Context: an optimization exercise on an open-source flow, tuned for small area, a short achievable clock period and few clock cycles. The choices shown serve that exercise and are no tape-out recipe. RTL that was checked went through simulation tests only; none was proved equivalent to the original. No functional check of the RTL was part of runs 1 to 4. No activity file was given, so power comes from the tool's default toggle rates.

<file path="design.v">
module rv_pl(
    input  wire        clk,
    input  wire        rst_n,
    output wire [31:0] m_inst_axi_araddr,
    output wire        m_inst_axi_arvalid,
    input  wire        m_inst_axi_arready,
    input  wire [31:0] m_inst_axi_rdata,
    input  wire [1:0]  m_inst_axi_rresp,
    input  wire        m_inst_axi_rvalid,
    output wire        m_inst_axi_rready,
    output wire [2:0]  m_inst_axi_arprot,
    output wire [31:0] m_data_axi_awaddr,
    output wire        m_data_axi_awvalid,
    input  wire        m_data_axi_awready,
    output wire [31:0] m_data_axi_wdata,
    output wire [3:0]  m_data_axi_wstrb,
    output wire        m_data_axi_wvalid,
    input  wire        m_data_axi_wready,
    input  wire [1:0]  m_data_axi_bresp,
    input  wire        m_data_axi_bvalid,
    output wire        m_data_axi_bready,
    output wire [31:0] m_data_axi_araddr,
    output wire        m_data_axi_arvalid,
    input  wire        m_data_axi_arready,
    input  wire [31:0] m_data_axi_rdata,
    input  wire [1:0]  m_data_axi_rresp,
    input  wire        m_data_axi_rvalid,
    output wire        m_data_axi_rready,
    output wire [2:0]  m_data_axi_arprot,
    output wire [2:0]  m_data_axi_awprot,
    output reg         done
);
    localparam QD      = 3;      
    localparam MAXOUT  = 4;      
    localparam [2:0] SKIPMAX = 3'd4;
    function [31:0] to_bus(input [31:0] pc);
        to_bus = {pc[31] ^ pc[30], ~pc[30], pc[29:0]};
    endfunction
    reg        ar_v;             
    reg [31:0] ar_addr;          
    reg        stale;            
    reg [2:0]  out_cnt;          
    reg [2:0]  drop_cnt;         
    reg [MAXOUT-1:0] out_pt;     
    reg [31:0] qd [0:QD-1];      
    reg [QD-1:0] qv;             
    reg [QD-1:0] qpt;            
    reg        bt_v;             
    reg [31:1] bt_tag, bt_tgt;
    reg [31:0] d_pc;             
    reg [2:0]  skip_cnt;         
    reg        ev;
    reg [31:0] op_a, op_b, e_x;  
    reg [4:0]  e_rd;
    reg [4:0]  e_sh;             
    reg        e_sub, e_sra, e_shl, e_wr, e_lw, e_sw, e_beq;
    reg        e_add, e_shf, e_slt, e_sltu, e_xor, e_or, e_and;    
    reg        e_skip;           
    reg [2:0]  e_skipn;
    reg        d_arv, d_awv, d_wv;
    reg        ld_busy, st_busy;
    reg [31:0] d_addr, d_wdata;
    reg [4:0]  ld_rd;
    reg [31:0] rf [1:31];
    wire [32:0] sum = {1'b0, op_a} + {1'b0, op_b ^ {32{e_sub}}} + {32'd0, e_sub};
    wire ltu = ~sum[32];
    wire lts = (op_a[31] ^ op_b[31]) ? op_a[31] : sum[31];
    function [31:0] rev32(input [31:0] x);
        integer k;
        for (k = 0; k < 32; k = k + 1) rev32[k] = x[31-k];
    endfunction
    wire [31:0] sh_in = e_shl ? rev32(op_a) : op_a;
    wire [32:0] sh_r  = $signed({e_sra & op_a[31], sh_in}) >>> e_sh;
    wire [31:0] e_res = ({32{e_add}} & sum[31:0])
                      | ({32{e_shf & ~e_shl}} & sh_r[31:0])
                      | ({32{e_shf & e_shl}} & rev32(sh_r[31:0]))
                      | {31'd0, (e_slt & lts) | (e_sltu & ltu)}
                      | ({32{e_xor}} & (op_a ^ op_b))
                      | ({32{e_or}} & (op_a | op_b))
                      | ({32{e_and}} & (op_a & op_b));
    wire e_mem   = e_lw | e_sw;
    wire mem_wait = (st_busy & ~m_data_axi_bvalid) | (ld_busy & ~m_data_axi_rvalid);
    wire e_block = ev & e_mem & mem_wait;      
    wire e_fire  = ev & ~e_block;
    wire e_taken = ev & e_beq & (op_a == op_b);
    wire e_redir = e_taken & ~e_skip;
    wire e_sk    = e_taken & e_skip;
    wire        ld_ret = ld_busy & m_data_axi_rvalid;
    wire        e_wb   = ev & e_wr;             
    wire        wb_en  = ld_busy ? m_data_axi_rvalid : e_wb;
    wire [4:0]  wb_rd  = ld_busy ? ld_rd : e_rd;
    wire [31:0] wb_val = ld_busy ? m_data_axi_rdata : e_res;
    always @(posedge clk) begin
        if (wb_en && wb_rd != 5'd0) rf[wb_rd] <= wb_val;
    end
    wire [31:0] ins = qd[0];
    wire        dv  = qv[0];
    wire [4:0]  opc = ins[6:2];
    wire is_lui = (opc == 5'b01101);
    wire is_jal = (opc == 5'b11011);
    wire is_beq = (opc == 5'b11000);
    wire is_lw  = (opc == 5'b00000);
    wire is_sw  = (opc == 5'b01000);
    wire is_opi = (opc == 5'b00100);
    wire is_op  = (opc == 5'b01100);
    wire [2:0] f3 = ins[14:12];
    wire [4:0] rs1 = ins[19:15];
    wire [4:0] rs2 = ins[24:20];
    wire sgn  = ins[31];
    wire zext = is_opi & f3[2] & (f3[1] | ~f3[0]);    
    wire [31:0] imm_i = {{20{sgn & ~zext}}, ins[31:20]};
    wire [31:0] imm_s = {{20{sgn}}, ins[31:25], ins[11:7]};
    wire [31:0] imm_b = {{20{sgn}}, ins[7], ins[30:25], ins[11:8], 1'b0};
    wire [31:0] imm_j = {{12{sgn}}, ins[19:12], ins[20], ins[30:21], 1'b0};
    wire [31:0] imm_u = {ins[31:12], 12'b0};
    reg [31:0] rf1, rf2;
    integer r;
    always @(*) begin
        rf1 = 32'd0;
        rf2 = 32'd0;
        for (r = 1; r < 32; r = r + 1) begin
            rf1 = rf1 | (rf[r] & {32{rs1 == r}});
            rf2 = rf2 | (rf[r] & {32{rs2 == r}});
        end
    end
    wire [31:0] d_pc4 = d_pc + 32'd4;
    wire [31:0] d_tgt = d_pc + (ins[2] ? imm_j : imm_b);
    wire d_mem   = is_lw | is_sw;
    wire d_dep   = ((rs1 == ld_rd) & (rs1 != 5'd0)) | (is_sw & (rs2 == ld_rd) & (rs2 != 5'd0));
    wire d_ok    = ~e_block & ~(ev & e_lw) & (~ld_busy | ld_ret | (d_mem & ~d_dep));
    wire squash  = (skip_cnt != 3'd0) | e_sk;
    wire d_load  = dv & d_ok;                            
    wire d_adv   = d_load & ~squash & ~e_redir;          
    wire d_sq    = dv & squash;                          
    wire d_take  = dv & (d_ok | squash);                 
    wire d_jal   = is_jal & ~squash;
    wire d_redir = d_take & ~e_redir & (d_jal ^ qpt[0]);
    wire [31:0] d_next = d_jal ? d_tgt : d_pc4;
    wire d_short = is_beq & ~sgn & (ins[30:25] == 6'd0) & ~ins[7] & ~ins[8]
                 & (ins[11:10] != 2'b00) & (ins[11:9] <= SKIPMAX);
    wire [2:0] skip_n = (e_sk ? e_skipn : skip_cnt) - {2'b0, d_sq};
    assign m_inst_axi_arvalid = ar_v;
    assign m_inst_axi_araddr  = ar_addr;
    assign m_inst_axi_arprot  = 3'b000;
    assign m_inst_axi_rready  = ~qv[QD-1];    
    wire redirect = e_redir | d_redir;
    wire [31:0] redir_pc = e_redir ? e_x : d_next;
    wire hs_ar   = ar_v & m_inst_axi_arready;
    wire hs_r    = m_inst_axi_rvalid & ~qv[QD-1];
    wire dropped = hs_r & (drop_cnt != 3'd0);
    wire keep    = hs_r & (drop_cnt == 3'd0) & ~redirect;
    wire pend_n  = ar_v & ~m_inst_axi_arready;
    wire bt_hit  = bt_v & (bt_tag == ar_addr[31:1]);
    wire [2:0] out_n  = out_cnt + {2'b0, hs_ar} - {2'b0, hs_r};
    wire [2:0] drop_n = redirect ? out_n : (drop_cnt - {2'b0, dropped} + {2'b0, hs_ar & stale});
    wire issue  = ~pend_n & (({2'b0, out_cnt} + {4'b0, ar_v}) < MAXOUT);
    wire [QD-1:0] qv_s = d_take ? (qv >> 1) : qv;
    wire [QD-1:0] qv_n = redirect ? {QD{1'b0}} : (keep ? {qv_s[QD-2:0], 1'b1} : qv_s);
    integer i;
    always @(posedge clk) begin
        for (i = 0; i < QD; i = i + 1) begin
            if (d_take) begin
                if (i + 1 < QD && qv[(i + 1) % QD]) qd[i] <= qd[(i + 1) % QD];
                else qd[i] <= m_inst_axi_rdata;
            end else if (!qv[i]) begin
                qd[i] <= m_inst_axi_rdata;
            end
        end
    end
    always @(posedge clk or negedge rst_n) begin
        if (!rst_n) begin
            ar_v     <= 1'b0;
            ar_addr  <= 32'h4000_0000;
            stale    <= 1'b0;
            out_cnt  <= 3'd0;
            drop_cnt <= 3'd0;
            out_pt   <= {MAXOUT{1'b0}};
            qv       <= {QD{1'b0}};
            qpt      <= {QD{1'b0}};
            bt_v     <= 1'b0;
            d_pc     <= 32'd0;
            skip_cnt <= 3'd0;
        end else begin
            out_cnt  <= out_n;
            drop_cnt <= drop_n;
            qv       <= qv_n;
            skip_cnt <= skip_n;
            begin : optq
                reg [MAXOUT-1:0] o;
                o = hs_r ? (out_pt >> 1) : out_pt;
                if (hs_ar) o[out_cnt - {2'b0, hs_r}] = bt_hit & ~stale;
                out_pt <= o;
            end
            begin : qptq
                reg [QD-1:0] q;
                q = d_take ? (qpt >> 1) : qpt;
                for (i = 0; i < QD; i = i + 1) if (!qv_s[i]) q[i] = out_pt[0];
                qpt <= q;
            end
            if (e_redir) d_pc <= e_x;
            else if (d_take) d_pc <= d_next;
            if (d_redir & d_jal) begin
                bt_v   <= 1'b1;
                bt_tag <= ar_tag(d_pc);
                bt_tgt <= ar_tag(d_tgt);
            end
            if (redirect & pend_n) stale <= 1'b1;
            else if (hs_ar) stale <= 1'b0;
            if (redirect) begin
                if (!pend_n) ar_addr <= to_bus(redir_pc);
            end else if (hs_ar) begin
                ar_addr <= stale ? to_bus(d_pc) : (bt_hit ? {bt_tgt, 1'b0} : ar_addr + 32'd4);
            end
            ar_v <= pend_n | issue;
        end
    end
    function [31:1] ar_tag(input [31:0] pc);
        reg [31:0] t;
        begin
            t = to_bus(pc);
            ar_tag = t[31:1];
        end
    endfunction
    wire uses_b = is_op | is_beq;
    wire fwdE1 = ~ld_busy & e_wb & (e_rd == rs1) & (rs1 != 5'd0);
    wire fwdE2 = ~ld_busy & e_wb & (e_rd == rs2) & (rs2 != 5'd0);
    wire fwdL1 = ld_ret & (ld_rd == rs1) & (rs1 != 5'd0);
    wire fwdL2 = ld_ret & (ld_rd == rs2) & (rs2 != 5'd0);
    wire [31:0] rv1 = fwdL1 ? m_data_axi_rdata : rf1;
    wire [31:0] rv2 = fwdL2 ? m_data_axi_rdata : rf2;
    wire [31:0] a_src = is_jal ? d_pc4 : (is_lui ? 32'd0 : rv1);
    wire [31:0] b_src = uses_b ? rv2 : (is_sw ? imm_s : (is_lui ? imm_u : (is_jal ? 32'd0 : imm_i)));
    wire [31:0] x_src = is_sw ? rv2 : d_tgt;
    wire is_sh = (is_op | is_opi) & (f3[1:0] == 2'b01);
    always @(posedge clk) begin
        if (d_load) begin
            op_a  <= (fwdE1 & ~is_jal & ~is_lui) ? e_res : a_src;
            op_b  <= (fwdE2 & uses_b) ? e_res : b_src;
            e_x   <= (fwdE2 & is_sw) ? e_res : x_src;
            e_sh  <= ~is_sh ? 5'd0 : ((fwdE2 & is_op) ? e_res[4:0] : b_src[4:0]);
            e_rd  <= ins[11:7];
            e_sub <= (is_op & ins[30] & (f3 == 3'd0)) | ((is_op | is_opi) & (f3[2:1] == 2'b01));
            e_sra <= ins[30];
            e_shl <= ~f3[2];
            e_add <= ~(is_op | is_opi) | (f3 == 3'd0);
            e_shf <= is_sh;
            e_slt <= (is_op | is_opi) & (f3 == 3'd2);
            e_sltu <= (is_op | is_opi) & (f3 == 3'd3);
            e_xor <= (is_op | is_opi) & (f3 == 3'd4);
            e_or  <= (is_op | is_opi) & (f3 == 3'd6);
            e_and <= (is_op | is_opi) & (f3 == 3'd7);
            e_wr  <= is_lui | is_jal | is_op | is_opi;
            e_lw  <= is_lw;
            e_sw  <= is_sw;
            e_beq <= is_beq;
            e_skip  <= d_short;
            e_skipn <= ins[11:9] - 3'd1;
        end
    end
    always @(posedge clk or negedge rst_n) begin
        if (!rst_n) ev <= 1'b0;
        else ev <= e_block | d_adv;
    end
    assign m_data_axi_araddr  = d_addr;
    assign m_data_axi_awaddr  = d_addr;
    assign m_data_axi_arvalid = d_arv;
    assign m_data_axi_awvalid = d_awv;
    assign m_data_axi_wvalid  = d_wv;
    assign m_data_axi_wdata   = d_wdata;
    assign m_data_axi_wstrb   = 4'b1111;
    assign m_data_axi_arprot  = 3'b000;
    assign m_data_axi_awprot  = 3'b000;
    assign m_data_axi_rready  = 1'b1;
    assign m_data_axi_bready  = 1'b1;
    always @(posedge clk) begin
        if (e_fire & e_mem) d_addr <= sum[31:0];
        if (e_fire & e_sw)  d_wdata <= e_x;
        if (e_fire & e_lw)  ld_rd <= e_rd;
    end
    always @(posedge clk or negedge rst_n) begin
        if (!rst_n) begin
            d_arv   <= 1'b0;
            d_awv   <= 1'b0;
            d_wv    <= 1'b0;
            ld_busy <= 1'b0;
            st_busy <= 1'b0;
            done    <= 1'b0;
        end else begin
            if (m_data_axi_arready) d_arv <= 1'b0;
            if (m_data_axi_awready) d_awv <= 1'b0;
            if (m_data_axi_wready)  d_wv  <= 1'b0;
            if (m_data_axi_rvalid)  ld_busy <= 1'b0;
            if (m_data_axi_bvalid) begin
                st_busy <= 1'b0;
                if (st_busy && d_addr == 32'h42001FFC && d_wdata == 32'hDEADBEEF) done <= 1'b1;
            end
            if (e_fire & e_lw) begin
                d_arv   <= 1'b1;
                ld_busy <= 1'b1;
            end
            if (e_fire & e_sw) begin
                d_awv   <= 1'b1;
                d_wv    <= 1'b1;
                st_busy <= 1'b1;
            end
        end
    end
endmodule
</file>
<file path="flow/run.sh">
#!/bin/bash
# Layout with the standard flow, with timing repair aimed past the clock period.
set -euo pipefail
bash standard.sh SETUP_SLACK_MARGIN=6.5 finish > standard_finish.log 2>&1
</file>
<file path="standard.sh">
#!/bin/bash
# synth_recipe.tcl (not shown) runs the flow's synth.tcl, then flattens the netlist and writes it again
# the make line also repeats each setting of config.mk as NAME=value (left out here)
make -C /OpenROAD-flow-scripts/flow DESIGN_CONFIG=/design/flow/config.mk WORK_HOME=/design/flow/orfs CLKGATE_MAP_FILE= SYNTH_SCRIPT=/design/flow/synth_recipe.tcl "${@:-finish}"
</file>
<file path="config.mk">
export PLATFORM = sky130hd
export DESIGN_NAME = rv_pl
export DESIGN_NICKNAME = rv_pl
export VERILOG_FILES = /design/flow/design.v
export SDC_FILE = /design/flow/constraint.sdc
export NUM_CORES = 8
export LEC_CHECK = 0
export CAP_MARGIN = 20
export CORE_MARGIN = 2
export CORE_UTILIZATION = 40
export SETUP_SLACK_MARGIN = 5
export SLEW_MARGIN = 20
</file>
<file path="constraint.sdc">
create_clock -name core_clock -period 10.0 [get_ports {clk}]
set_input_delay 2.0000 -clock core_clock [delete_from_list [all_inputs] [get_ports {clk}]]
set_output_delay 2.0000 -clock core_clock [all_outputs]
set_load 0.01 [all_outputs]
</file>
==> results of run 1 <==
==> per-layer routing <==
metal	track usage	vias up
met5	0.00873	-
met4	0.289	20
met3	0.177	2110
met2	0.532	6902
met1	0.442	31300
li1	-	24800
==> cells by family (layout without fill, tap and decap cells) <==
logic type      count (synthesis)  in the layout  share of synthesized area
flops                        1430           1430                      0.587
xor+xnor                      195            195                     0.0239
simple gates                 1466           1470                     0.0960
mux                           259            297                     0.0475
fa+ha+maj                     142            142                     0.0253
compound gates               1822           1822                      0.183
buf+inv                       621           1325                     0.0368
other cells                     2             36                   0.000105
==> sequential cells by signal, summed over array words and instances, names as in the netlist, 4 cells and up <==
register / flops
op_b: 32
e_sh: 5
d_pc: 32
ar_addr: 32
out_pt: 4
e_x: 32
d_wdata: 32
ld_rd: 5
rf: 992
qd: 90
bt_tag: 31
bt_tgt: 31
d_addr: 32
op_a: 32
e_rd: 5
==> path summary, 6_finish.rpt <==
path                         start           to  slack [ns]  cells after the start
setup / recovery             e_sub      e_x[21]        5.63                     15
hold / removal             e_x[11]  d_wdata[11]        0.46                      0
setup reg to reg             e_sub      e_x[21]        5.63                     15
hold reg to reg            e_x[11]  d_wdata[11]        0.46                      0
max in group asynchronous    rst_n  ar_addr[22]        7.43                      2
min in group asynchronous    rst_n     d_pc[15]        1.18                      1
==> where the power goes <==
group,internal (W),switching (W)
Clock,0.00321,0.00250
Combinational,0.00470,0.00720
Sequential,0.00827,0.000592
==> cell type report <==
| class | instances | area, sq um |
|---|---|---|
| Fill cell | 14900 | 86000 |
| Sequential cell | 1430 | 41900 |
| Multi-Input combinational cell | 3941 | 31300 |
| Timing Repair Buffer | 874 | 8890 |
| Clock buffer | 182 | 3970 |
| Tap cell | 2340 | 2930 |
| Clock inverter | 90 | 938 |
| Inverter | 178 | 686 |
| Antenna cell | 21 | 52.6 |
| Timing Repair inverter | 1 | 7.51 |
==> through the flow <==
step	worst slack (ns)	hold slack, ns	instances	power (W)	utilization
floorplan	5.21	0.421	5950	0.0134	-
detailed placement	4.22	0.442	8225	0.0168	0.435
global placement	4.24	0.439	8225	0.0167	0.435
global route	5.58	0.461	9044	0.0270	0.513
finish	5.63	0.456	9057	0.0265	0.513
CTS	5.86	0.457	8902	0.0248	0.497
==> worst max-delay path, cell delays in order (launching register included) <==
cell	delay, ns
edfxtp_1	0.43
buf_6	0.15
buf_12	0.14
xor2_2	0.14
ha_1	0.31
a21o_1	0.17
a21o_1	0.19
a2111o_1	0.47
a221o_1	0.45
buf_4	0.17
a31o_4	0.22
a221oi_4	0.25
xnor2_2	0.20
a21boi_4	0.15
o211ai_1	0.59
o21a_1	0.21
==> synth_stat cells (18+ instances only) <==
master	count	share of area
mux4_2	51	0.016
nand2b_1	28	0.0025
buf_2	53	0.0037
dfxtp_1	60	0.017
nand2_1	427	0.022
o21ai_1	37	0.0026
mux2_2	109	0.017
nor2_1	412	0.022
a211oi_1	51	0.0054
o211ai_1	61	0.0064
dfrtp_1	92	0.032
a21oi_1	201	0.014
nand4_1	133	0.012
a222oi_1	83	0.012
ha_1	138	0.024
clkbuf_1	315	0.017
nor2b_1	26	0.0023
a22oi_1	894	0.094
a31oi_1	66	0.0058
buf_4	52	0.0055
o21a_1	22	0.0023
a221o_1	21	0.0029
and3_1	21	0.0018
and2_1	18	0.0016
o221ai_1	22	0.0027
edfxtp_1	1277	0.54
nor4_1	25	0.0022
xnor2_1	108	0.013
o22ai_1	47	0.0041
inv_1	176	0.0093
mux2i_1	87	0.012
a21o_1	56	0.0059
buf_1	19	0.0010
nor3_1	120	0.0084
o21ai_0	138	0.0097
xor2_1	87	0.011
nand3_1	175	0.012
==> repair_timing <==
action                     4_1_cts  5_1_grt
setup buffers                  345      103
setup endpoints to repair     2489     1603
gates cloned                    60       29
resized for setup             1005      394
pin swaps                      114      111
==> results.cfg, run 1 <==
[floorplan]
initial_core_util = 0.404
core.rowCount = 154
io_pins = 228
core-area_sq_um = 177000
die-width_um = 426
die-area_sq_um = 182000
die_h_um = 426

[timing]
hold_viol = 0
rsz0062_at_grt = true
max-slew-margin-rel = 0.208
finalCritPeriodShare = 0.437
worst_pin_slew_ns = 1.19
period_needed_ns = 4.37
fin_tns_setup_ns = 0
finalSetupViolations = 0
clock.fmax_ghz = 0.229
maxSlewViolCount = 0
worst_clock_skew_ns = 0.0597

[clock_tree]
cts_buffers = 152
path_clk_slew_ns = 0.07
hold_buffers = 0
clock_sink_count = 1430
tritoncts = done
cts_root_buffer = clkbuf_16
cts_buffer_depth = 3
ctsHtreeMaxLevel = 4
clock_latency_ns = 0.85

[detailed_routing]
highest_layer = met5
route.met3.wl_um = 60900
first_iter_violations = 13800
drt_wl_total_um = 360000
route.detailed.drc = 0
ant_nets = 0
met1_length_um = 116000
wl_met2_um = 145000
dr.pass1.iters = 12
viasPerCell = 7.20
vias = 65200
wl_per_cell_um = 39.7

[global_routing]
grt_max_degree = 68
grt_pass1_wl_um = 477000
grt_pass1_vias = 59800
track_usage = 0.377
antenna_found_initial = 17
grt_overflow = 0

[logic_synthesis]
avgSynthCellArea_sq_um = 12.0
synth-edff-count = 1277
ys_seq_area_frac = 0.587
syn_area_sq_um = 71300
synthCells = 5937
ys_ff_latch = 1430
ys_types = 99
async_flop_share = 0.0650
synth-main-ff-cell = edfxtp_1
yosysWarningCount = 2

[run_status]
status = no timing/DRC/antenna violations

[setup_path]
cp_data_arrival_time_ns = 5.09
crit_type = register to register
start_kind = register
cp.required_ns = 10.72
crit_fanout = 7
end_kind = register

[power_and_ir_drop]
cellLeakagePower_nw = 32.0
worst_ir_drop_vdd_mv = 0.186
powerDensity_nw_per_um2 = 292

[cells_and_area]
fin_area_sq_um = 90700
drive_above_1_share = 0.260
nets = 6799
syn_to_final_growth_pct = 27.2
layout_commonest_cell = edfxtp_1
layout_common_cells = edfxtp_1, a22oi_1, nand2_1

[min_path]
hp-class = register to register

[placement]
io_buffers = 204
gp_congestion = 1.03
dpl.hpwl_um = 194000
dpl_cell_area_sq_um = 76800

[flow_run]
maxCapViolCount = 0
==> run 2, diff against run 1 <==
==> flow/run.sh (replaced) <==
#!/bin/bash
# Layout with the standard flow, with timing repair aimed past the clock period.
set -euo pipefail
bash standard.sh SETUP_SLACK_MARGIN=6.0 finish > standard_finish.log 2>&1
==> run 2 against run 1 <==
  * Final area shrank 5.7%
  * Critical endpoint unchanged
  * Largest cell class unchanged
  * Largest power group unchanged
  * Maximum frequency grew 0.74%
  * Clock power grew 4.6%
  * Critical path depth is the same
  * Sequential share of layout area grew 2.7 points
  * Worst setup slack gained 0.032 ns
==> results.cfg, run 2 <==
[min_path]
hp-class = register to register
hold_start = e_x[15]
hold_depth = 0
min_to = d_wdata[15]

[logic_synthesis]
yosys.area.top_type = edfxtp_1
avgSynthCellArea_sq_um = 12.0
ys_seq_area_frac = 0.587
yosysWarningCount = 2
ys_types = 99
synth.most_common_cell = edfxtp_1
async_flop_share = 0.0650
synth-main-ff-cell = edfxtp_1
ys_ff_latch = 1430
synth_area_leaders = edfxtp_1, a22oi_1, dfrtp_1, ha_1, nand2_1
yosys.area.top_type_share = 0.538
syn_area_sq_um = 71300
synth_common_cells = edfxtp_1, a22oi_1, nand2_1
synthCells = 5937
synth-edff-count = 1277

[floorplan]
core.rowCount = 154
die-area_sq_um = 182000
die_h_um = 426
die-width_um = 426
core-area_sq_um = 177000
initial_core_util = 0.404
io_pins = 228

[setup_path]
r2r_end = e_x[21]
crit_fanout = 5
rrSetupSlack_ns = 5.66
start_kind = register
crit_type = register to register
slowest_delay_ns = 0.65
timing.rr.start = e_sub
cp.required_ns = 10.72
cp_slowest_cell = o211ai_1
end_kind = register
cp_cell_sequence = buf_6 > clkbuf_16 > xor2_1 > ha_1 > nand3_2 > nor3_2 > a2111o_1 > a221o_1 > a31o_4 > a221oi_4 > xnor2_2 > a21boi_4 > buf_12 > o211ai_1 > o21a_1
r2r_cells = 15
cp_data_arrival_time_ns = 5.06

[timing]
maxSlewViolCount = 0
fin_ws_ns = 5.66
period_needed_ns = 4.34
hold_viol = 0
worst_pin_slew_ns = 1.21
worst_clock_skew_ns = 0.0562
max-slew-margin-rel = 0.187
hold_ws_ns = 0.451
clock.fmax_ghz = 0.231
rsz0062_at_grt = true
finalSetupViolations = 0
fin_tns_setup_ns = 0
finalCritPeriodShare = 0.434

[clock_tree]
ctsHtreeMaxLevel = 4
clock_latency_ns = 0.85
hold_buffers = 0
cts_root_buffer = clkbuf_16
path_clk_slew_ns = 0.06
clock_sink_count = 1430
tritoncts = done
cts_buffer_depth = 3
cts_buffers = 150

[global_routing]
antenna_found_initial = 26
track_usage = 0.367
grt_pass1_wl_um = 463000
grt_pass1_vias = 57300
grt_overflow = 0
grt_max_degree = 72

[placement]
gp_congestion = 1.04
io_buffers = 204
pre_cts_slack_ns = 4.59
place_inst = 8246
dpl.hpwl_um = 196000

[power_and_ir_drop]
cellLeakagePower_nw = 29.7
powerDensity_nw_per_um2 = 284
worst_ir_drop_vdd_mv = 0.185

[cells_and_area]
regMostFlops = rf
largest_reg_flops = 992
drive_above_1_share = 0.175
post-route-util = 0.484
layout_common_cells = edfxtp_1, a22oi_1, nand2_1
reg.largest.list = rf: 992 flops, qd: 90 flops
nets = 6499
syn_to_final_growth_pct = 20.0
fin_cells = 8764
layout_commonest_cell = edfxtp_1

[detailed_routing]
dr.pass1.iters = 13
ant_nets = 0
drt_wl_total_um = 346000
viasPerCell = 7.13
route.detailed.drc = 0
vias = 62500
wl_per_cell_um = 39.5
first_iter_violations = 13800

[run_status]
status = no timing/DRC/antenna violations

[flow_run]
maxCapViolCount = 0
run 2: cell counts after synthesis:
Identical to the previous run, type by type.
run 2: cell families after synthesis:
logic type | count (synthesis) | synth area share
xor+xnor | 195 | 0.0239
buf+inv | 621 | 0.0368
mux | 259 | 0.0475
fa+ha+maj | 142 | 0.0253
flops | 1430 | 0.587
compound gates | 1822 | 0.183
simple gates | 1466 | 0.0960
other cells | 2 | 0.000105
run 2: worst max-delay path, delay by kind of cell (launching register included):
| kind | cells | cell delay [ns] |
|---|---|---|
| AND/OR/NAND/NOR | 2 | 0.15 |
| buffers and inverters | 3 | 0.49 |
| AO/OA/AOI/OAI | 7 | 2.38 |
| flip-flops | 1 | 0.46 |
| adder cells (fa/ha/maj) | 1 | 0.35 |
| XOR/XNOR | 2 | 0.34 |
run 2: power breakdown:
part           internal, W  switching, W  total (W)  leakage, nW
sequential         0.00827      0.000671    0.00894         13.0
combinational      0.00330       0.00611    0.00941         14.1
clock              0.00343       0.00253    0.00596         2.52
run 2: routing by layer:
layer / vias up / global-route usage / share of wire
li1: 24100 / - / -
met1: 30100 / 0.435 / 0.33
met2: 6444 / 0.524 / 0.41
met3: 1818 / 0.160 / 0.16
met4: 20 / 0.276 / 0.099
met5: - / 0.00317 / 0.00067
run 2: worst max path at each step:
stage,start,end,slack [ns],cells after the start
final,e_sub,e_x[21],5.66,15
after global routing,e_sub,e_x[21],5.62,15
after CTS,e_sub,e_x[21],5.82,14
after detailed placement,m_data_axi_rvalid,qd[0][24],4.59,9
after global placement,m_data_axi_rvalid,qd[0][24],4.64,9
after floorplan,m_data_axi_rvalid,e_add,5.21,5
run 2: through the flow:
stage               instance area, sq um  total power [W]
floorplan                          71500           0.0133
global placement                   76700           0.0166
detailed placement                 76700           0.0167
CTS                                83900           0.0231
global route                       85500           0.0249
finish                             85600           0.0243
run 2: what timing repair did:
action                     4_1_cts  5_1_grt
pin swaps                       43       37
resized for setup              144      194
buffers inserted               134       53
cloned                          15       18
setup endpoints to repair     1278      966
run 2: cell type report:
| class | count | area [sq um] |
|---|---|---|
| clock buffer | 188 | 4010 |
| antenna | 21 | 52.6 |
| fill | 15500 | 91100 |
| multi-input combinational | 3912 | 29000 |
| sequential | 1430 | 41900 |
| timing repair buffer | 606 | 5770 |
| tap | 2340 | 2930 |
| inverter | 178 | 668 |
| clock inverter | 89 | 1200 |
==> run 3, diff against run 2 <==
--- a/design.v
+++ b/design.v
@@ -63,7 +63,7 @@
     reg [4:0]  ld_rd;
     reg [31:0] rf [1:31];
-    wire [32:0] sum = {1'b0, op_a} + {1'b0, op_b ^ {32{e_sub}}} + {32'd0, e_sub};
+    wire [32:0] sum = {1'b0, op_a} + {1'b0, op_b} + {32'd0, e_sub};
     wire ltu = ~sum[32];
-    wire lts = (op_a[31] ^ op_b[31]) ? op_a[31] : sum[31];
+    wire lts = (op_a[31] ^ ~op_b[31]) ? op_a[31] : sum[31];
     function [31:0] rev32(input [31:0] x);
         integer k;
@@ -233,12 +233,13 @@
     wire [31:0] x_src = is_sw ? rv2 : d_tgt;
     wire is_sh = (is_op | is_opi) & (f3[1:0] == 2'b01);
+    wire d_sub = (is_op & ins[30] & (f3 == 3'd0)) | ((is_op | is_opi) & (f3[2:1] == 2'b01));
     always @(posedge clk) begin
         if (d_load) begin
             op_a  <= (fwdE1 & ~is_jal & ~is_lui) ? e_res : a_src;
-            op_b  <= (fwdE2 & uses_b) ? e_res : b_src;
+            op_b  <= ((fwdE2 & uses_b) ? e_res : b_src) ^ {32{d_sub}};
             e_x   <= (fwdE2 & is_sw) ? e_res : x_src;
             e_sh  <= ~is_sh ? 5'd0 : ((fwdE2 & is_op) ? e_res[4:0] : b_src[4:0]);
             e_rd  <= ins[11:7];
-            e_sub <= (is_op & ins[30] & (f3 == 3'd0)) | ((is_op | is_opi) & (f3[2:1] == 2'b01));
+            e_sub <= d_sub;
             e_sra <= ins[30];
             e_shl <= ~f3[2];
==> run 3 against run 2 <==
  * Still clean on timing, DRC and antenna
  * Flip-flop and latch count did not move
  * Count of clock-buffer cells in the layout rose by 10
  * Clock skew rose by 0.0046 ns
  * Register-to-register slack got worse by 0.08 ns
  * Highest routed layer unchanged
==> results.cfg, run 3 <==
[run_status]
status = no timing/DRC/antenna violations

[timing]
max-slew-margin-rel = 0.141
rsz0062_at_grt = true
worst_clock_skew_ns = 0.0608
fin_tns_setup_ns = 0
finalSetupViolations = 0
period_needed_ns = 4.41
hold_viol = 0
hold_ws_ns = 0.476
worst_pin_slew_ns = 1.28
clock.fmax_ghz = 0.227
maxSlewViolCount = 0
finalCritPeriodShare = 0.441

[logic_synthesis]
syn_area_sq_um = 71800
synth_top_family_by_area = compound AO/OA/AOI/OAI gates
synth-main-ff-cell = edfxtp_1
synth_compound_area_frac = 0.182
avgSynthCellArea_sq_um = 11.7
synthCells = 6112
ys_seq_area_frac = 0.583
yosys.area_share.xor_xnor = 0.0238
synthAdderAreaFrac = 0.0203
ys_ff_latch = 1430
yosysWarningCount = 2
yosys.area.top_type = edfxtp_1
async_flop_share = 0.0650
synth_common_cells = edfxtp_1, a22oi_1, nand2_1
yosys.area.top_type_share = 0.534
synth.most_common_cell = edfxtp_1
synth.area.mux_share = 0.0487
synth-edff-count = 1277
ys_types = 100
synth_simple_gate_area_frac = 0.105
synth_area_leaders = edfxtp_1, a22oi_1, dfrtp_1, nand2_1, nor2_1

[setup_path]
end_kind = register
cp_data_arrival_time_ns = 4.96
timing.rr.start = op_a[6]
start_kind = register
slowest_delay_ns = 0.68
crit_type = register to register
r2r_end = rf[4][0]
cp.required_ns = 10.54
cp_cell_sequence = inv_2 > ha_4 > o21ai_0 > o21bai_1 > and3_4 > o21ai_4 > a21boi_2 > o22ai_2 > o21ai_2 > a21o_1 > a21oi_2 > fa_2 > a222oi_1 > o211ai_1 > or4_4 > mux2_4
crit_path_end = rf[4][0]
startpoint = op_a[6]
cp_slowest_cell = or4_4
rrSetupSlack_ns = 5.59
crit_fanout = 8
r2r_cells = 16

[floorplan]
io_pins = 228
die-width_um = 428
die-area_sq_um = 183000
core.rowCount = 155
initial_core_util = 0.403
die_h_um = 428
core-area_sq_um = 178000

[global_routing]
antenna_found_initial = 18
grt_pass1_wl_um = 470000
grt_overflow = 0
grt_max_degree = 72
track_usage = 0.370
grt_pass1_vias = 58300

[flow_run]
maxCapViolCount = 0

[detailed_routing]
ant_nets = 0
route.met3.wl_um = 58800
dr.pass1.iters = 13
route.detailed.drc = 0
wl_met2_um = 142000
met1_length_um = 117000
viasPerCell = 7.14
first_iter_violations = 13500
wl_per_cell_um = 39.3
highest_layer = met5
vias = 63500
drt_wl_total_um = 350000

[cells_and_area]
multi_input_area_sq_um = 29900
regMostFlops = rf
regArea_sq_um = 41900
syn_to_final_growth_pct = 19.6
nets = 6604
layout_common_cells = edfxtp_1, a22oi_1, nand2_1
drive_above_1_share = 0.180
layout_commonest_cell = edfxtp_1
largest_reg_flops = 992
reg.largest.list = rf: 992 flops, qd: 90 flops
nFillCells = 15900

[clock_tree]
clock_sink_count = 1430
cts_root_buffer = clkbuf_16
cts_buffers = 155
hold_buffers = 0
ctsHtreeMaxLevel = 4
cts_buffer_depth = 3
clock_latency_ns = 0.85
tritoncts = done
path_clk_slew_ns = 0.07

[placement]
gp_congestion = 1.00
dpl.hpwl_um = 205000
io_buffers = 204

[min_path]
hp-class = register to register

[power_and_ir_drop]
cellLeakagePower_nw = 29.5
worst_ir_drop_vdd_mv = 0.177
powerDensity_nw_per_um2 = 266
## run 3: changes by cell type in the layout (fill, tap and decap cells not counted), moves of 19 or more
cell | before | now
nand2_1 | 421 | 540
ha_1 | 130 | 73
nor2_1 | 316 | 366
xnor2_1 | 99 | 122
o211ai_1 | 61 | 40
inv_1 | 175 | 138
a222oi_1 | 83 | 64
o21ai_0 | 116 | 183
o21ai_1 | 47 | 13
## run 3: final cells by class
type	instances	area share
multi-input cells	4078	0.349
clock inverters	83	0.0100
inverters	152	0.00676
flip-flops and latches	1430	0.488
repair buffers	595	0.0644
diodes	8	0.000233
clock buffers	198	0.0479
well taps	2355	0.0343
## run 3: where the power goes
group | total (W) | switching, W | internal, W
Clock | 0.00574 | 0.00257 | 0.00317
Combinational | 0.00840 | 0.00553 | 0.00288
Sequential | 0.00871 | 0.000653 | 0.00806
Total | 0.0229 | 0.00875 | 0.0141
## run 3: cell families after synthesis
logic type | after synthesis
simple gates | 1647
fa+ha+maj | 113
compound gates | 1844
xor+xnor | 195
flops | 1430
other cells | 2
buf+inv | 631
mux | 250
## run 3: stage by stage
| step | utilization | cell area (sq um) | total power [W] | worst slack (ns) | cells |
|---|---|---|---|---|---|
| finish | 0.481 | 85900 | 0.0229 | 5.59 | 8899 |
| CTS | 0.474 | 84600 | 0.0221 | 5.66 | 8833 |
| floorplan | - | 72100 | 0.0127 | 2.75 | 6125 |
| global route | 0.481 | 85900 | 0.0234 | 5.47 | 8892 |
| global placement | 0.432 | 77100 | 0.0157 | 4.03 | 8403 |
| detailed placement | 0.432 | 77100 | 0.0158 | 4.04 | 8404 |
## run 3: routing by layer
layer / vias to the layer above / GRT usage
li1: 24500 / -
met1: 30600 / 0.451
met2: 6475 / 0.524
met3: 1882 / 0.162
met4: 36 / 0.252
met5: - / 0.0148
## run 3: how the worst min path moves through the flow
stage | cells after the start | to | startpoint | slack [ns]
floorplan | 0 | d_wdata[22] | e_x[22] | 0.42
global placement | 1 | bt_v | bt_v | 0.45
detailed placement | 1 | bt_v | bt_v | 0.46
CTS | 1 | bt_v | bt_v | 0.48
global route | 1 | bt_v | bt_v | 0.49
finish | 1 | bt_v | bt_v | 0.48
## run 3: timing repair
action | in CTS | in global routing
cloned | 14 | 8
resized for setup | 281 | 169
pin swaps | 56 | 48
buffers inserted | 134 | 50
hold endpoints to repair | 0 | 0
setup endpoints to repair | 1436 | 1472
## run 3: critical path, delay by kind of cell (launching register included)
| family | cells | cell delay [ns] |
|---|---|---|
| muxes | 1 | 0.38 |
| AOI/OAI and AO/OA | 10 | 1.57 |
| and+or+nand+nor | 2 | 0.93 |
| DFF | 1 | 0.52 |
| buffers and inverters | 1 | 0.08 |
| adders and majority gates | 2 | 0.61 |
==> run 4, diff against run 3 <==
--- a/design.v
+++ b/design.v
@@ -63,5 +63,29 @@
     reg [4:0]  ld_rd;
     reg [31:0] rf [1:31];
-    wire [32:0] sum = {1'b0, op_a} + {1'b0, op_b} + {32'd0, e_sub};
+    function [32:0] padd(input [31:0] x, input [31:0] y, input cin);
+        reg [31:0] g, p, gg, pp, g2, p2;
+        integer i, k;
+        begin
+            g = x & y;
+            p = x ^ y;
+            gg = g;
+            pp = p;
+            gg[0] = g[0] | (p[0] & cin);
+            for (k = 1; k < 32; k = k * 2) begin
+                g2 = gg;
+                p2 = pp;
+                for (i = k; i < 32; i = i + 1) begin
+                    g2[i] = gg[i] | (pp[i] & gg[i-k]);
+                    p2[i] = pp[i] & pp[i-k];
+                end
+                gg = g2;
+                pp = p2;
+            end
+            padd[0] = p[0] ^ cin;
+            for (i = 1; i < 32; i = i + 1) padd[i] = p[i] ^ gg[i-1];
+            padd[32] = gg[31];
+        end
+    endfunction
+    wire [32:0] sum = padd(op_a, op_b, e_sub);
     wire ltu = ~sum[32];
     wire lts = (op_a[31] ^ ~op_b[31]) ? op_a[31] : sum[31];
==> run 4 against run 3 <==
  * Register-to-register slack got worse by 0.14 ns
  * Largest cell class unchanged
  * Maximum frequency fell by 3.1%
  * Global-route usage fell by 0.33 points
  * Critical endpoint is now op_a[0]
  * Die area fell by 1.3%
  * Still clean
==> results.cfg, run 4 <==
[logic_synthesis]
avgSynthCellArea_sq_um = 11.9
synth-main-ff-cell = edfxtp_1
synth.area.mux_share = 0.0418
synth_top_family_by_area = compound AO/OA/AOI/OAI gates
syn_area_sq_um = 70900
yosys.area.top_type = edfxtp_1
synth_area_leaders = edfxtp_1, a22oi_1, dfrtp_1, nand2_1, clkbuf_1
yosys.area_share.xor_xnor = 0.0246
synth.most_common_cell = edfxtp_1
synth_common_cells = edfxtp_1, a22oi_1, nand2_1
synthCells = 5946
synth_simple_gate_area_frac = 0.0952
ys_seq_area_frac = 0.591
synth-edff-count = 1277
synthAdderAreaFrac = 0.0206
yosysWarningCount = 2
synth_compound_area_frac = 0.189
ys_ff_latch = 1430
ys_types = 92
yosys.area.top_type_share = 0.541
async_flop_share = 0.0650

[power_and_ir_drop]
powerDensity_nw_per_um2 = 264
cellLeakagePower_nw = 28.8
worst_ir_drop_vdd_mv = 0.196

[global_routing]
grt_pass1_vias = 57600
grt_overflow = 0
antenna_found_initial = 16
grt_pass1_wl_um = 462000
grt_max_degree = 65
track_usage = 0.366

[floorplan]
initial_core_util = 0.402
die-width_um = 425
core-area_sq_um = 176000
die_h_um = 425
io_pins = 228
die-area_sq_um = 181000
core.rowCount = 154

[clock_tree]
ctsHtreeMaxLevel = 4
tritoncts = done
clock_sink_count = 1430
cts_buffers = 151
path_clk_slew_ns = 0.06
hold_buffers = 0
cts_buffer_depth = 3
clock_latency_ns = 0.85
cts_root_buffer = clkbuf_16

[cells_and_area]
largest_reg_flops = 992
layout_commonest_cell = edfxtp_1
reg.largest.list = rf: 992 flops, qd: 90 flops
nets = 6430
drive_above_1_share = 0.171
regMostFlops = rf
syn_to_final_growth_pct = 18.9
nFillCells = 15700
layout_common_cells = edfxtp_1, a22oi_1, nand2_1

[detailed_routing]
wl_per_cell_um = 39.3
ant_nets = 0
drt_wl_total_um = 343000
viasPerCell = 7.11
vias = 62000
dr.pass1.iters = 10
first_iter_violations = 13400
route.detailed.drc = 0

[placement]
io_buffers = 204
dpl.hpwl_um = 202000
gp_congestion = 1.00
pre_cts_slack_ns = 4.28

[timing]
finalSetupViolations = 0
finalCritPeriodShare = 0.456
hold_ws_ns = 0.481
maxSlewViolCount = 0
max-slew-margin-rel = 0.223
fin_ws_ns = 5.44
rsz0062_at_grt = true
hold_viol = 0
worst_clock_skew_ns = 0.0532
fin_tns_setup_ns = 0
period_needed_ns = 4.56
worst_pin_slew_ns = 1.16
clock.fmax_ghz = 0.220

[setup_path]
end_kind = register
start_kind = register
cp_cell_sequence = buf_4 > ha_1 > a21oi_2 > o21ai_1 > a211oi_2 > o41a_1 > a211oi_2 > nor2_2 > o21bai_1 > a21oi_1 > o21bai_1 > a21oi_1 > fa_2 > a22oi_2 > o211ai_1 > a221o_1 > a21oi_4 > buf_12 > o21ai_4 > a22o_4
crit_type = register to register
cp_slowest_cell = edfxtp_1
crit_fanout = 5
slowest_delay_ns = 0.42
cp_data_arrival_time_ns = 5.15
cp.required_ns = 10.59

[run_status]
status = no timing/DRC/antenna violations

[flow_run]
maxCapViolCount = 0

[min_path]
hp-class = register to register
run 4: repair_timing:
action	in CTS	in global routing
buffers inserted	140	40
endpoints found under the setup margin	1782	994
resized for setup	222	119
gates cloned	19	3
pin swaps	54	37
hold endpoints to repair	0	0
run 4: cell families after synthesis:
logic type	Yosys count
AOI/OAI and AO/OA	1873
and+or+nand+nor	1457
DFF	1430
buffers and inverters	654
muxes	218
xor gates and xnor gates	199
adders and majority gates	113
other	2
run 4: critical path, delay by kind of cell (launching register included):
family / cells / cell delay, ns
compound gates: 15 / 2.62
fa+ha+maj: 2 / 0.75
flops: 1 / 0.42
buf+inv: 2 / 0.41
simple gates: 1 / 0.08
run 4: path summary, 6_finish.rpt:
path	slack (ns)	depth (start not counted)	start	endpoint
max	5.44	20	op_a[10]	op_a[0]
min	0.48	1	bt_v	bt_v
max reg2reg	5.44	20	op_a[10]	op_a[0]
min reg2reg	0.48	1	bt_v	bt_v
max in group asynchronous	7.55	2	rst_n	ar_addr[21]
min in group asynchronous	1.31	1	rst_n	ar_addr[22]
run 4: where the power goes:
group	internal (W)	switching (W)	total (W)
clock network	0.00299	0.00251	0.00550
registers	0.00803	0.000615	0.00864
logic	0.00275	0.00533	0.00808
run 4: routing by layer:
metal,track usage,wire length (um),vias to the layer above
met3,0.155,54700,1770
met1,0.435,113000,30100
met5,0.00608,286,-
met2,0.529,142000,6044
li1,-,-,24100
met4,0.267,32700,23
run 4: area by class of cell:
cell class	count	area (sq um)	area share
repair buffers	570	5250	0.0623
flip-flops and latches	1430	41900	0.497
inverters	191	723	0.00858
clock buffers	196	4060	0.0482
multi-input cells	3893	28700	0.341
diodes	19	47.5	0.000564
well taps	2340	2930	0.0347
clock inverters	81	641	0.00760
repair inverters	1	7.51	0.0000891
run 4: metrics by stage:
step / total power (W) / instances / instance area (sq um) / utilization
floorplan: 0.0125 / 5959 / 71100 / -
global placement: 0.0154 / 8223 / 76300 / 0.433
detailed placement: 0.0154 / 8223 / 76300 / 0.433
CTS: 0.0215 / 8659 / 83300 / 0.473
global route: 0.0228 / 8708 / 84200 / 0.478
finish: 0.0222 / 8721 / 84300 / 0.478
==> run 5, diff against run 4 <==
--- a/design.v
+++ b/design.v
@@ -54,4 +54,8 @@
     reg [4:0]  e_rd;
     reg [4:0]  e_sh;             
+    reg        e_fa, e_fb, e_fx, e_fs;   
+    reg        w_v;
+    reg [4:0]  w_rd;
+    reg [31:0] w_res;
     reg        e_sub, e_sra, e_shl, e_wr, e_lw, e_sw, e_beq;
     reg        e_add, e_shf, e_slt, e_sltu, e_xor, e_or, e_and;    
@@ -63,56 +67,46 @@
     reg [4:0]  ld_rd;
     reg [31:0] rf [1:31];
-    function [32:0] padd(input [31:0] x, input [31:0] y, input cin);
-        reg [31:0] g, p, gg, pp, g2, p2;
-        integer i, k;
-        begin
-            g = x & y;
-            p = x ^ y;
-            gg = g;
-            pp = p;
-            gg[0] = g[0] | (p[0] & cin);
-            for (k = 1; k < 32; k = k * 2) begin
-                g2 = gg;
-                p2 = pp;
-                for (i = k; i < 32; i = i + 1) begin
-                    g2[i] = gg[i] | (pp[i] & gg[i-k]);
-                    p2[i] = pp[i] & pp[i-k];
-                end
-                gg = g2;
-                pp = p2;
-            end
-            padd[0] = p[0] ^ cin;
-            for (i = 1; i < 32; i = i + 1) padd[i] = p[i] ^ gg[i-1];
-            padd[32] = gg[31];
-        end
-    endfunction
-    wire [32:0] sum = padd(op_a, op_b, e_sub);
+    wire [31:0] ea = e_fa ? w_res : op_a;
+    wire [31:0] eb = e_fb ? w_res : op_b;
+    wire [31:0] ex = e_fx ? w_res : e_x;
+    wire [4:0]  es = e_fs ? w_res[4:0] : e_sh;
+    wire [32:0] sum = {1'b0, ea} + {1'b0, eb ^ {32{e_sub}}} + {32'd0, e_sub};
     wire ltu = ~sum[32];
-    wire lts = (op_a[31] ^ ~op_b[31]) ? op_a[31] : sum[31];
+    wire lts = (ea[31] ^ eb[31]) ? ea[31] : sum[31];
     function [31:0] rev32(input [31:0] x);
         integer k;
         for (k = 0; k < 32; k = k + 1) rev32[k] = x[31-k];
     endfunction
-    wire [31:0] sh_in = e_shl ? rev32(op_a) : op_a;
-    wire [32:0] sh_r  = $signed({e_sra & op_a[31], sh_in}) >>> e_sh;
+    wire [31:0] sh_in = e_shl ? rev32(ea) : ea;
+    wire [32:0] sh_r  = $signed({e_sra & ea[31], sh_in}) >>> es;
     wire [31:0] e_res = ({32{e_add}} & sum[31:0])
                       | ({32{e_shf & ~e_shl}} & sh_r[31:0])
                       | ({32{e_shf & e_shl}} & rev32(sh_r[31:0]))
                       | {31'd0, (e_slt & lts) | (e_sltu & ltu)}
-                      | ({32{e_xor}} & (op_a ^ op_b))
-                      | ({32{e_or}} & (op_a | op_b))
-                      | ({32{e_and}} & (op_a & op_b));
+                      | ({32{e_xor}} & (ea ^ eb))
+                      | ({32{e_or}} & (ea | eb))
+                      | ({32{e_and}} & (ea & eb));
     wire e_mem   = e_lw | e_sw;
     wire mem_wait = (st_busy & ~m_data_axi_bvalid) | (ld_busy & ~m_data_axi_rvalid);
     wire e_block = ev & e_mem & mem_wait;      
     wire e_fire  = ev & ~e_block;
-    wire e_taken = ev & e_beq & (op_a == op_b);
+    wire e_taken = ev & e_beq & (ea == eb);
     wire e_redir = e_taken & ~e_skip;
     wire e_sk    = e_taken & e_skip;
     wire        ld_ret = ld_busy & m_data_axi_rvalid;
     wire        e_wb   = ev & e_wr;             
-    wire        wb_en  = ld_busy ? m_data_axi_rvalid : e_wb;
-    wire [4:0]  wb_rd  = ld_busy ? ld_rd : e_rd;
-    wire [31:0] wb_val = ld_busy ? m_data_axi_rdata : e_res;
+    wire        wb_en  = ld_busy ? m_data_axi_rvalid : w_v;
+    wire [4:0]  wb_rd  = ld_busy ? ld_rd : w_rd;
+    wire [31:0] wb_val = ld_busy ? m_data_axi_rdata : w_res;
+    always @(posedge clk or negedge rst_n) begin
+        if (!rst_n) w_v <= 1'b0;
+        else w_v <= e_wb;
+    end
+    always @(posedge clk) begin
+        if (e_wb) begin
+            w_res <= e_res;
+            w_rd  <= e_rd;
+        end
+    end
     always @(posedge clk) begin
         if (wb_en && wb_rd != 5'd0) rf[wb_rd] <= wb_val;
@@ -159,5 +153,6 @@
     wire d_take  = dv & (d_ok | squash);                 
     wire d_jal   = is_jal & ~squash;
-    wire d_redir = d_take & ~e_redir & (d_jal ^ qpt[0]);
+    wire d_redir_raw = d_take & (d_jal ^ qpt[0]);
+    wire d_redir = d_redir_raw & ~e_redir;
     wire [31:0] d_next = d_jal ? d_tgt : d_pc4;
     wire d_short = is_beq & ~sgn & (ins[30:25] == 6'd0) & ~ins[7] & ~ins[8]
@@ -169,5 +164,4 @@
     assign m_inst_axi_rready  = ~qv[QD-1];    
     wire redirect = e_redir | d_redir;
-    wire [31:0] redir_pc = e_redir ? e_x : d_next;
     wire hs_ar   = ar_v & m_inst_axi_arready;
     wire hs_r    = m_inst_axi_rvalid & ~qv[QD-1];
@@ -231,9 +225,7 @@
             if (redirect & pend_n) stale <= 1'b1;
             else if (hs_ar) stale <= 1'b0;
-            if (redirect) begin
-                if (!pend_n) ar_addr <= to_bus(redir_pc);
-            end else if (hs_ar) begin
-                ar_addr <= stale ? to_bus(d_pc) : (bt_hit ? {bt_tgt, 1'b0} : ar_addr + 32'd4);
-            end
+            if (e_redir & ~pend_n) ar_addr <= to_bus(e_x);
+            else if (d_redir_raw & ~pend_n) ar_addr <= to_bus(d_next);
+            else if (hs_ar) ar_addr <= stale ? to_bus(d_pc) : (bt_hit ? {bt_tgt, 1'b0} : ar_addr + 32'd4);
             ar_v <= pend_n | issue;
         end
@@ -247,23 +239,26 @@
     endfunction
     wire uses_b = is_op | is_beq;
-    wire fwdE1 = ~ld_busy & e_wb & (e_rd == rs1) & (rs1 != 5'd0);
-    wire fwdE2 = ~ld_busy & e_wb & (e_rd == rs2) & (rs2 != 5'd0);
-    wire fwdL1 = ld_ret & (ld_rd == rs1) & (rs1 != 5'd0);
-    wire fwdL2 = ld_ret & (ld_rd == rs2) & (rs2 != 5'd0);
-    wire [31:0] rv1 = fwdL1 ? m_data_axi_rdata : rf1;
-    wire [31:0] rv2 = fwdL2 ? m_data_axi_rdata : rf2;
+    wire fwdE1 = e_wb & (e_rd == rs1) & (rs1 != 5'd0);
+    wire fwdE2 = e_wb & (e_rd == rs2) & (rs2 != 5'd0);
+    wire fwdW1 = wb_en & (wb_rd == rs1) & (rs1 != 5'd0);
+    wire fwdW2 = wb_en & (wb_rd == rs2) & (rs2 != 5'd0);
+    wire [31:0] rv1 = fwdW1 ? wb_val : rf1;
+    wire [31:0] rv2 = fwdW2 ? wb_val : rf2;
     wire [31:0] a_src = is_jal ? d_pc4 : (is_lui ? 32'd0 : rv1);
     wire [31:0] b_src = uses_b ? rv2 : (is_sw ? imm_s : (is_lui ? imm_u : (is_jal ? 32'd0 : imm_i)));
     wire [31:0] x_src = is_sw ? rv2 : d_tgt;
     wire is_sh = (is_op | is_opi) & (f3[1:0] == 2'b01);
-    wire d_sub = (is_op & ins[30] & (f3 == 3'd0)) | ((is_op | is_opi) & (f3[2:1] == 2'b01));
     always @(posedge clk) begin
         if (d_load) begin
-            op_a  <= (fwdE1 & ~is_jal & ~is_lui) ? e_res : a_src;
-            op_b  <= ((fwdE2 & uses_b) ? e_res : b_src) ^ {32{d_sub}};
-            e_x   <= (fwdE2 & is_sw) ? e_res : x_src;
-            e_sh  <= ~is_sh ? 5'd0 : ((fwdE2 & is_op) ? e_res[4:0] : b_src[4:0]);
+            op_a  <= a_src;
+            op_b  <= b_src;
+            e_x   <= x_src;
+            e_sh  <= is_sh ? b_src[4:0] : 5'd0;
+            e_fa  <= fwdE1 & ~is_jal & ~is_lui;
+            e_fb  <= fwdE2 & uses_b;
+            e_fx  <= fwdE2 & is_sw;
+            e_fs  <= fwdE2 & is_op & is_sh;
             e_rd  <= ins[11:7];
-            e_sub <= d_sub;
+            e_sub <= (is_op & ins[30] & (f3 == 3'd0)) | ((is_op | is_opi) & (f3[2:1] == 2'b01));
             e_sra <= ins[30];
             e_shl <= ~f3[2];
@@ -300,5 +295,5 @@
     always @(posedge clk) begin
         if (e_fire & e_mem) d_addr <= sum[31:0];
-        if (e_fire & e_sw)  d_wdata <= e_x;
+        if (e_fire & e_sw)  d_wdata <= ex;
         if (e_fire & e_lw)  ld_rd <= e_rd;
     end
==> flow/run.sh (replaced) <==
#!/bin/bash
# Layout with the standard flow, with timing repair aimed past the clock period.
set -euo pipefail
bash standard.sh SETUP_SLACK_MARGIN=6.2 finish > standard_finish.log 2>&1
--- a/config.mk
+++ b/config.mk
@@ -8,5 +8,6 @@
 export CAP_MARGIN = 20
 export CORE_MARGIN = 2
-export CORE_UTILIZATION = 40
-export SETUP_SLACK_MARGIN = 5
+export CORE_UTILIZATION = 55
+export CTS_BUF_LIST = sky130_fd_sc_hd__clkbuf_8
+export CTS_CLUSTER_SIZE = 30
 export SLEW_MARGIN = 20
==> run 5 against run 4 <==
  * Core utilization increased by 19 points
  * Count of clock-buffer cells in the layout increased by 41
  * Non-clock buffer count increased by 98
  * Total power increased by 8.1%
  * Flip-flop and latch count increased by 42
  * Clock skew increased by 0.0085 ns
  * Sequential share of layout area decreased by 0.66 points
  * Hold slack got worse by 0.0087 ns
  * Critical path type unchanged
  * Sequential power increased by 2%
  * Global-route usage increased by 13 points
  * Clock power decreased by 4.7%
  * Synthesized cell count about the same
==> results.cfg, run 5 <==
[placement]
pre_cts_slack_ns = 3.01
gp_congestion = 1.03
dpl.hpwl_um = 198000
io_buffers = 204
place_inst = 7638

[cells_and_area]
reg.largest.list = rf: 992 flops, qd: 90 flops
regArea_sq_um = 43200
drive_above_1_share = 0.223
largest_reg_flops = 992
nFillCells = 9906
nets = 6654
regMostFlops = rf
fin_cells = 8402
layout_common_cells = edfxtp_1, a22oi_1, nand2_1
syn_to_final_growth_pct = 20.6
multi_input_area_sq_um = 30900
layout_commonest_cell = edfxtp_1

[timing]
fin_ws_ns = 5.96
rsz0062_at_grt = true
max-slew-margin-rel = 0.130
finalSetupViolations = 0
fin_tns_setup_ns = 0
worst_clock_skew_ns = 0.0617
clock.fmax_ghz = 0.247
finalCritPeriodShare = 0.404
worst_pin_slew_ns = 1.30
period_needed_ns = 4.04
maxSlewViolCount = 0
hold_viol = 0

[power_and_ir_drop]
worst_ir_drop_vdd_mv = 0.169
finalPower_w = 0.0240
powerDensity_nw_per_um2 = 273
cellLeakagePower_nw = 30.5

[min_path]
hold_start = qd[1][24]
hp-class = register to register

[global_routing]
grt_max_degree = 78
grt_overflow = 0
antenna_found_initial = 21
grt_pass1_wl_um = 470000
track_usage = 0.500
grt_pass1_vias = 59600

[logic_synthesis]
syn_area_sq_um = 73000
synthCells = 5948
avgSynthCellArea_sq_um = 12.3
synth-edff-count = 1318
ys_ff_latch = 1472
yosys.area.top_type_share = 0.542
yosys.area.top_type = edfxtp_1
synth.most_common_cell = edfxtp_1
synth_area_leaders = edfxtp_1, a22oi_1, dfrtp_1, ha_1, mux2_2
async_flop_share = 0.0639
yosysWarningCount = 2
ys_types = 94
synth-main-ff-cell = edfxtp_1
synth_common_cells = edfxtp_1, a22oi_1, nand2_1
ys_seq_area_frac = 0.591

[floorplan]
initial_core_util = 0.554
core.rowCount = 133
die-width_um = 368
core-area_sq_um = 132000
io_pins = 228
die-area_sq_um = 136000
die_h_um = 368

[detailed_routing]
drt_wl_total_um = 351000
vias = 65100
route.detailed.drc = 0
wl_per_cell_um = 41.8
dr.pass1.iters = 12
ant_nets = 0
viasPerCell = 7.74
first_iter_violations = 14200

[setup_path]
path_buf_inv = 5
crit_fanout = 8
startpoint = e_fb
cp_slowest_cell = or4_4
start_kind = register
cp.required_ns = 10.88
crit_family = simple AND/OR/NAND/NOR gates
end_kind = register
cp_cell_sequence = buf_8 > buf_12 > buf_16 > mux2i_4 > ha_1 > nor4b_4 > nand3_4 > or4_4 > nand3_4 > buf_12 > o211ai_4 > a21oi_4 > buf_8 > nor2_4 > a31o_4 > o31ai_2
cp_data_arrival_time_ns = 4.93
slowest_delay_ns = 0.51
crit_type = register to register
timing.rr.start = e_fb

[run_status]
status = no timing/DRC/antenna violations

[clock_tree]
cts_buffers = 233
ctsHtreeMaxLevel = 4
hold_buffers = 0
clock_latency_ns = 1.02
cts_buffer_depth = 3
clock_sink_count = 1472
path_clk_slew_ns = 0.07
tritoncts = done
cts_root_buffer = clkbuf_8

[flow_run]
maxCapViolCount = 0
==> run 5: cell count changes in the layout (fill, tap and decap cells not counted), moves of 59 or more <==
cell             delta
clkbuf_8          +232
nand4_1            +59
a22oi_1            -87
clkdlybuf4s50_1   -132
clkbuf_16         -146
dlygate4sd2_1     +127
==> run 5: cell type report <==
type / instances / area share
antenna: 13 / 0.000370
clock buffer: 237 / 0.0371
clock inverter: 199 / 0.0156
inverter: 147 / 0.00654
multi-input combinational: 3910 / 0.352
sequential: 1472 / 0.491
tap: 1755 / 0.0250
timing repair buffer: 668 / 0.0733
timing repair inverter: 1 / 0.0000569
==> run 5: what timing repair did <==
action / in CTS / in global routing
pin swaps: 95 / 80
buffers inserted: 207 / 69
gates resized for setup: 522 / 224
cloned: 26 / 12
endpoints found under the setup margin: 731 / 368
==> run 5: power breakdown <==
group | total [W] | switching, W | internal, W
combinational | 0.0100 | 0.00644 | 0.00356
sequential | 0.00878 | 0.000774 | 0.00801
clock | 0.00524 | 0.00257 | 0.00267
total | 0.0240 | 0.00978 | 0.0142
==> run 5: per-layer routing <==
| metal | part of all wire | routed length (um) | global-route usage | vias to the layer above |
|---|---|---|---|---|
| li1 | - | - | - | 24700 |
| met1 | 0.32 | 113000 | 0.612 | 31000 |
| met2 | 0.40 | 141000 | 0.701 | 7169 |
| met3 | 0.17 | 61100 | 0.220 | 2175 |
| met4 | 0.10 | 35300 | 0.364 | 22 |
| met5 | 0.00097 | 340 | 0.0132 | - |
==> run 5: metrics by stage <==
stage	hold slack, ns	instance area [sq um]	utilization
2_1_floorplan	0.439	73500	-
3_3_place_gp	0.452	77600	0.589
3_5_place_dp	0.458	77600	0.589
4_1_cts	0.472	86000	0.653
5_1_grt	0.483	88000	0.668
6_report	0.472	88000	0.669
==> run 5: final timing paths <==
| check | end | slack (ns) | depth (start not counted) |
|---|---|---|---|
| max | ar_addr[1] | 5.96 | 16 |
| min | qd[1][24] | 0.47 | 2 |
| max reg2reg | ar_addr[1] | 5.96 | 16 |
| min reg2reg | qd[1][24] | 0.47 | 2 |
| max in group asynchronous | ar_addr[11] | 7.42 | 2 |
| min in group asynchronous | ar_addr[22] | 1.04 | 1 |
==> run 5: worst reg2reg max path, stage by stage (launching register included) <==
cell and delay [ns]:
edfxtp_1 0.39, buf_8 0.17, buf_12 0.14, buf_16 0.16
mux2i_4 0.23, ha_1 0.40, nor4b_4 0.37, nand3_4 0.21
or4_4 0.52, nand3_4 0.10, buf_12 0.13, o211ai_4 0.12
a21oi_4 0.22, buf_8 0.18, nor2_4 0.08, a31o_4 0.27
o31ai_2 0.25
==> run 5: logic make-up (layout without fill, tap and decap cells) <==
kind of cell / Yosys count / in the layout / share of synthesized area
AO/OA/AOI/OAI: 1761 / 1764 / 0.176
XOR/XNOR: 214 / 214 / 0.0257
adder cells (fa/ha/maj): 142 / 142 / 0.0248
buffers and inverters: 595 / 1252 / 0.0346
flip-flops: 1472 / 1472 / 0.591
multiplexers: 340 / 340 / 0.0558
other: 2 / 28 / 0.000103
AND/OR/NAND/NOR: 1422 / 1435 / 0.0915
Testbench counts of run 5, summed over its fixed seeds: cycles 188,293.

-- static timing again, ports no longer ideal --
No port has a modelled driver above. Below, the same layouts with a new extraction and two added sets of constraints.
Step 1, drivers: a clkbuf_16 drives clk and a buf_2 each remaining input, both assumed.
Step 2 also shifts input and output timing later by t, the mid clock arrival at the registers, as if the neighbouring blocks saw the same clock.
a / b / c = no drivers / after step 1 / after step 2; a / b = the first two.
| run | t, ns | setup WS [ns] | worst register clock-pin slew, ns |
|---|---|---|---|
| run 1 | 0.911 | 5.631 / 5.631 / 5.282 | 0.07 / 0.07 |
| run 2 | 0.907 | 5.663 / 5.663 / 5.038 | 0.07 / 0.07 |
| run 3 | 0.901 | 5.585 / 5.585 / 5.089 | 0.07 / 0.07 |
| run 4 | 0.919 | 5.444 / 5.444 / 5.222 | 0.07 / 0.07 |
| run 5 | 1.075 | 5.957 / 5.957 / 4.962 | 0.08 / 0.08 |
After both steps setup and hold are still met in every run listed. The setup slack of run 5, which loses most, moves by 0.000 ns with the drivers and by -0.995 ns with both steps.
